This design comes from an exercise in tuning for small area, a short achievable clock period and few clock cycles per item on the open sky130 flow, not from production work. The RTL was checked by simulation tests, not by an equivalence proof against the original design. Power is estimated from default activity; no workload was simulated.

job 8163:
==> flow/design.v (excerpt) <==
module pe_core_v3 (
    input clk,
    input rst_n,
    input [31:0] opcode,
    input [31:0] op1,
    input [31:0] op2,
    input [31:0] op3,
    input valid_in,
    output reg [31:0] result_out,
    output reg result_valid
);
    reg        v0;
    reg [11:0] op0;
    reg [31:0] a0, b0, c0;
    always @(posedge clk or negedge rst_n)
        if (!rst_n) v0 <= 1'b0;
        else        v0 <= valid_in;
    always @(posedge clk) begin
        op0 <= opcode[31:20];
        a0  <= op1;
        b0  <= op2;
        c0  <= op3;
    end
    wire [6:0] cls = op0[11:5];
    wire [4:0] fn  = op0[4:0];
    wire c_ar  = (cls == 7'b0000001);
    wire c_fp  = (cls == 7'b0000010);
    wire c_cmp = (cls == 7'b0010000);
    wire vld1  = v0 & (c_ar | c_fp | c_cmp);
    wire isdiv1 = c_ar & (fn == 5'b00100);
    wire f_add = c_ar & (fn == 5'b00001);
    wire f_sub = c_ar & (fn == 5'b00010);
    wire f_mul = c_ar & (fn == 5'b00011);
    wire f_mad = (c_ar & ((fn == 5'b00101) | (fn == 5'b00110))) | (c_fp & (fn == 5'b00001));
    wire f_and = c_ar & (fn == 5'b01001);
    wire f_or  = c_ar & (fn == 5'b01010);
    wire f_xor = c_ar & (fn == 5'b01011);
    wire f_shl = c_ar & (fn == 5'b01100);
    wire f_shr = c_ar & (fn == 5'b01101);
    wire f_relu = c_fp & (fn == 5'b01011);
    wire f_abs = c_fp & (fn == 5'b01101);
    wire f_neg = c_fp & (fn == 5'b01110);
    wire f_min = c_fp & (fn == 5'b10000);
    wire f_max = c_fp & (fn == 5'b10001);
    wire f_eq = c_cmp & (fn == 5'b00001);
    wire f_ne = c_cmp & (fn == 5'b00010);
    wire f_lt = c_cmp & (fn == 5'b00011);
    wire f_le = c_cmp & (fn == 5'b00100);
    wire f_gt = c_cmp & (fn == 5'b00101);
    wire f_ge = c_cmp & (fn == 5'b00110);
    wire [31:0] a_rev;
    genvar gi;
    generate for (gi = 0; gi < 32; gi = gi + 1) begin : rv
        assign a_rev[gi] = a0[31 - gi];
    end endgenerate
    wire [31:0] dec = 32'd1 << b0[4:0];
    wire y_b    = f_mul | f_mad;
    wire y_dec  = f_shl | f_shr;
    wire f_subm = f_sub | c_cmp | f_min | f_max;
    wire y_one  = f_add | f_subm | (f_abs & ~a0[31]);
    wire y_ones = f_neg | (f_abs & a0[31]);
    wire [31:0] mx = f_shr ? a_rev : a0;
    wire [31:0] my = ({32{y_b}} & b0) | ({32{y_dec}} & dec) | {{31{y_ones}}, y_ones | y_one};
  ...
Size in the first run: about 6,000 cells after synthesis, ~650 flip-flops, roughly 160 I/O pins, about 54,000 um2 of cells after synthesis.
export LEC_CHECK = 0
export CAP_MARGIN = 35
export CORE_MARGIN = 2
export CORE_UTILIZATION = 55
export CTS_CLUSTER_DIAMETER = 200
export CTS_CLUSTER_SIZE = 22
export SLEW_MARGIN = 35
create_clock -name core_clock -period 65.0 [get_ports {clk}]
standard.sh (not shown) runs the stock make flow with config.mk's settings and CLKGATE_MAP_FILE= SYNTH_SCRIPT=/design/flow/synth_recipe.tcl, a recipe that flattens the netlist after the stock synthesis.
==> flow/flow/run.sh <==
#!/bin/bash
set -euo pipefail
bash standard.sh "BUFFER_PORTS_ARGS=-buffer_cell sky130_fd_sc_hd__buf_2" \
  "SETUP_SLACK_MARGIN=50.75" finish > standard_flow.log 2>&1
Every stage of the flow completed for job 8163, and the final layout passed the timing, DRC and antenna checks.
Testbench counts of job 8163, summed over its fixed seeds: cycles 160,054, items 160,000.
Relative to job 8163, the following input files were edited for job 218:
- a change of CTS_CLUSTER_DIAMETER from 200 to 120
- a change of CTS_CLUSTER_SIZE from 22 to 30
==> flow/flow/run.sh <==
#!/bin/bash
set -euo pipefail
bash standard.sh "BUFFER_PORTS_ARGS=-buffer_cell sky130_fd_sc_hd__buf_2" \
  "SETUP_SLACK_MARGIN=50.9" finish > standard_flow.log 2>&1
## What came out
- Job 218: flow completed, timing, DRC and antenna clean
- Going from job 8163 to job 218, number of filler cells placed in the layout moved down, clock-buffer cell count moved down, ratio of routed vias to standard cells level.
Relative to job 218, the following input files were edited for job 6479:
- CTS_CLUSTER_SIZE now 22, was 30
- CTS_CLUSTER_DIAMETER now 200, was 120
Notes after the runs:
- In terms of design area, job 218 and job 6479 differ only marginally.
- Job 218 and job 6479 ended up with nearly the same share of the clock period used by the worst path.
- Diff job 218 -> job 6479: area taken by multi-input logic gates did not really move; CTS clock-pin slew for the worst setup and hold paths roughly the same; fraction of power spent switching nets fell by 0.31 points; power stayed essentially flat; met3 routed wirelength higher.
- Job 6479: all stages complete, timing, DRC and antenna checks passed
- Job 6479: reported net switching power is 0.69% lower than what job 218 reported.
The inputs of job 6291 differ from those of job 6479 as listed below.
- a deleted CTS_CLUSTER_SIZE that had been 22
- a deleted CTS_CLUSTER_DIAMETER that had been 200
Notes after the runs:
- [compare] base=job 6479 new=job 6291: final cell count increased about 1.3%, register-to-register slack increased 0.02 ns, met1 layer usage reported by global route essentially unchanged.
- Delta (job 6291 minus job 6479): slew of the pin with the lowest slew margin went down by 0.034 ns, via count increased 347, part of the cycle the worst path needs now sits at about the same level.
- On count of clock-buffer cells in the layout, the lower figure sits with job 6479, not job 6291.
The following lists how job 8297 was set up differently from job 6291:
- ABC_AREA newly set to 1
- CTS_CLUSTER_SIZE newly set to 22
- CTS_CLUSTER_DIAMETER newly set to 200
--- outcome ---
Lower count of clock-buffer cells in the layout among job 6291 and job 8297: job 8297
Against job 6291, job 8297 reports a portion of the layout cell area used by non-clock buffers that is higher.
Between job 6291 and job 8297, the length in cells of the worst reg-to-reg path is higher for job 8297.
Job 6291 was larger in final cell area than job 8297.
The post-route worst hold slack in job 8297 sits 0.0062 ns above the value recorded for job 6291.
[job 8297] sequential share of layout area rose 0.36 points relative to job 6291
Looking at relative area change from synthesis to final layout, job 8297 sits 3.5 points below job 6291.
When job 8297 is set beside job 6291, its total nets after synthesis turns out to be 1,169 larger.
Compared to job 6291, the routing of job 8297 uses more wire.

-- port drivers added, routing unchanged --
How much do the figures lean on ideal ports? The routed layouts below were timed once more, with nothing changed but the port constraints.
Step 1 assumes that a clkbuf_16 drives the clock port and a buf_2 every other input.
Step 2 moves the port delays by t, midway between the first and last clock arrival at a register: inputs arrive t later, outputs are due t later. That takes back most of the time a late clock gives input paths.
a / b / c = ideal / step 1 / step 2; a / b = the first two.
| run | t (ns) | setup WS [ns] | latest minus earliest clock arrival (ns) |
|---|---|---|---|
| job 8163 | 0.706 | 50.892 / 50.814 / 51.459 | 0.063 / 0.063 |
| job 218 | 0.738 | 50.832 / 50.757 / 51.494 | 0.031 / 0.031 |
| job 6479 | 0.707 | 50.895 / 50.817 / 51.524 | 0.063 / 0.063 |
| job 6291 | 0.720 | 50.855 / 50.780 / 51.500 | 0.039 / 0.039 |
| job 8297 | 0.684 | 50.904 / 50.830 / 51.515 | 0.045 / 0.045 |
After both steps setup and hold are still met in every run listed.
